From an optimization exercise on the open Yosys and OpenROAD flow, aimed at small area and a short achievable clock period; shortcuts taken in it are not production practice.
The RTL was checked by simulation tests, not by an equivalence proof against the original design.

## the previous run
## ldpc_decoder
module ldpc_decoder #(
   parameter BPS = 12,
   parameter LAMBDA_IBITS = 3,
   parameter LAMBDA_FBITS = 3,
   parameter LAMBDA_NBITS = LAMBDA_IBITS + LAMBDA_FBITS
)(
   input wire clk,
   input wire lambda_valid,
   input wire [(BPS*LAMBDA_NBITS)-1:0] lambda,
   output wire [BPS-1:0] v_hat,
   output wire done
);
   function [5:0] vn_key;
      input [5:0] lambda;
      input [6:0] m;
      reg [6:0] a, b, t;
      reg c;
      integer i;
      begin
         a = ~{lambda[5], lambda};
         b = ~{m[6], m[6:1]};
         c = ~m[0];
         for (i = 0; i < 7; i = i + 1) begin
            t[i] = ~(a[i] ^ b[i] ^ c);
            c = (a[i] & b[i]) | (a[i] & c) | (b[i] & c);
         end
         vn_key = {{5{t[6] == t[5]}} & (t[4:0] ^ {5{~t[6]}}), ~t[6]};
      end
   endfunction
   function [5:0] ch_key;
      input [5:0] lambda;
      ch_key = {lambda[4:0] ^ {5{~lambda[5]}}, ~lambda[5]};
   endfunction
   function ge;
      input [5:0] a, b;
      integer i;
      reg c;
      begin
         c = 1'b1;
         for (i = 0; i < 6; i = i + 1)
            c = (a[i] & ~b[i]) | (a[i] & c) | (~b[i] & c);
         ge = c;
      end
   endfunction
   function [27:0] cn;
      input [5:0] k0, k1, k2, k3;
      reg g01, g02, g03, g12, g13, g23;
      reg s0, s1, s2, s3;
      reg [5:0] o0, o1, o2, o3;
      begin
         g01 = ge(k0, k1);
         g02 = ge(k0, k2);
         g03 = ge(k0, k3);
         g12 = ge(k1, k2);
         g13 = ge(k1, k3);
         g23 = ge(k2, k3);
         s0 = ~(k1[0] ^ k2[0] ^ k3[0]);
  ...
export LEC_CHECK = 0
export CAP_MARGIN = 20
export CORE_MARGIN = 2
export CORE_UTILIZATION = 60
export CTS_CLUSTER_DIAMETER = 120
export CTS_CLUSTER_SIZE = 20
export PLACE_DENSITY = 0.75
export SLEW_MARGIN = 20
export SYNTH_HIERARCHICAL = 1
export SYNTH_MINIMUM_KEEP_SIZE = 0
create_clock -name core_clock -period 13.0 [get_ports {clk}]
standard.sh (not shown) runs the stock make flow with config.mk's settings and CLKGATE_MAP_FILE= SYNTH_SCRIPT=/design/flow/synth_recipe.tcl, a recipe that flattens the netlist after the stock synthesis.
==> flow/flow/run.sh <==
#!/bin/bash
# The standard layout (the standard.sh, unchanged synthesis), with these
# settings changed:
#  - port buffers use a plain buffer cell (sky130_fd_sc_hd__buf_2);
#  - timing repair aims for a setup slack of MARGIN_PLACE ns up to clock tree
#    synthesis and MARGIN_ROUTE ns after global routing, i.e. a period shorter
#    than the design's; the constraints themselves are not changed.
# Each make run's full output goes to a log of its own in this folder.
set -o pipefail
MARGIN_PLACE=7
MARGIN_ROUTE=6.7
BUF="BUFFER_PORTS_ARGS=-buffer_cell sky130_fd_sc_hd__buf_2"
bash standard.sh "$BUF" SETUP_SLACK_MARGIN=$MARGIN_PLACE cts > standard_cts.log 2>&1 || exit 1
bash standard.sh "$BUF" SETUP_SLACK_MARGIN=$MARGIN_ROUTE finish > standard_finish.log 2>&1
The previous run completed; timing, DRC and antenna clean
diff inputs: the previous run => the current run
--- a/flow/design.v
+++ b/flow/design.v
@@ -2,21 +2,21 @@
    input wire [6:0] l7,
    input wire [6:0] x1,
    input wire c1,
    input wire [6:0] x2,
    input wire c2,
    output wire zs
 );
-   wire [5:0] l = l7[5:0];
-   wire [5:0] a = x1[5:0];
-   wire [5:0] b = x2[5:0];
-   wire [5:0] cs = l ^ a ^ b;
-   wire [5:0] cc = (l & a) | (l & b) | (a & b);
-   wire [7:0] ea = {{2{cs[5]}}, cs};
-   wire [7:0] eb = {cc[5], cc, c1};
+   wire [7:0] l8 = {l7[6], l7};
+   wire [7:0] a8 = {x1[6], x1};
+   wire [7:0] b8 = {x2[6], x2};
+   wire [7:0] cs = l8 ^ a8 ^ b8;
+   wire [7:0] cc = (l8 & a8) | (l8 & b8) | (a8 & b8);
+   wire [7:0] ea = cs;
+   wire [7:0] eb = {cc[6:0], c1};
    wire [7:0] g = ea & eb;
    wire [7:0] p = ea ^ eb;
    wire [7:0] gg = {g[6:0], c2};
    wire [7:0] pp = {p[6:0], 1'b0};
    wire g10 = gg[1] | (pp[1] & gg[0]);
    wire g32 = gg[3] | (pp[3] & gg[2]);  wire p32 = pp[3] & pp[2];
    wire g54 = gg[5] | (pp[5] & gg[4]);  wire p54 = pp[5] & pp[4];
@@ -70,21 +70,24 @@
    endfunction
    function [5:0] ch_key;
       input [5:0] lambda;
       ch_key = {lambda[4:0] ^ {5{~lambda[5]}}, ~lambda[5]};
    endfunction
    function ge;
       input [5:0] a, b;
-      integer i;
-      reg c;
+      reg [5:0] g, l;
+      reg g10, l10, g32, l32, g54, l54, g30, l30;
       begin
-         c = 1'b1;
-         for (i = 0; i < 6; i = i + 1)
-            c = (a[i] & ~b[i]) | (a[i] & c) | (~b[i] & c);
-         ge = c;
+         g = a & ~b;
+         l = ~a & b;
+         g10 = g[1] | (~l[1] & g[0]);  l10 = l[1] | (~g[1] & l[0]);
+         g32 = g[3] | (~l[3] & g[2]);  l32 = l[3] | (~g[3] & l[2]);
+         g54 = g[5] | (~l[5] & g[4]);  l54 = l[5] | (~g[5] & l[4]);
+         g30 = g32 | (~l32 & g10);     l30 = l32 | (~g32 & l10);
+         ge = g54 | (~l54 & ~l30);
       end
    endfunction
    function [27:0] cn;
       input [5:0] k0, k1, k2, k3;
       reg g01, g02, g03, g12, g13, g23;
       reg s0, s1, s2, s3;
       reg [5:0] o0, o1, o2, o3;
Compared to the previous run, the router laid down less metal wire for the current run. The current run vs the previous run — global-route wire length before repair dropped slightly. Relative to the previous run, antenna diode count has gone down in the current run. On the current run: synthesized netlist cell count is 40 higher than what the previous run gave. Compared with the previous run, in the current run clock-pin slew of the registers on the worst-case setup and hold paths barely changed, number of enable-type register cells in the synthesized netlist shows no meaningful change, worst setup slack after layout went down by 0.075 ns. Compared the current run against the previous run; routed length on met2 within noise. Re aggregate negative setup slack: no difference whatsoever between the previous run and the current run. The current run — critical path depth 4 lower, the previous run as reference.

==> static timing again, ports no longer ideal <==
Ports are ideal in the flow. The routed layouts listed here were re-timed in OpenROAD.
Step 1: set_driving_cell puts a clkbuf_16 on clk and a buf_2 on each other input, an assumption about the parent block.
Step 2 adds t to the input delays and takes it off the output delays; t is the mean of the earliest and latest rising clock arrival at the registers after step 1. Input paths then give back, and output paths get back, about the clock's delay inside the block.
Three values: ideal ports, drivers, drivers and shift; two values: the first two.
| run | t (ns) | setup slack, ns | worst setup path at the end | clock arrival spread, ns | worst register clock-pin slew, ns |
|---|---|---|---|---|---|
| the previous run | 0.593 | 6.866 / 6.866 / 6.284 | input to register | 0.029 / 0.030 | 0.10 / 0.10 |
| the current run | 0.583 | 6.791 / 6.729 / 6.273 | input to register | 0.014 / 0.015 | 0.10 / 0.10 |
After both steps every run listed still meets setup and hold. For the previous run, which loses most, drivers alone change the setup slack by 0.000 ns; drivers and shift together by -0.582 ns.
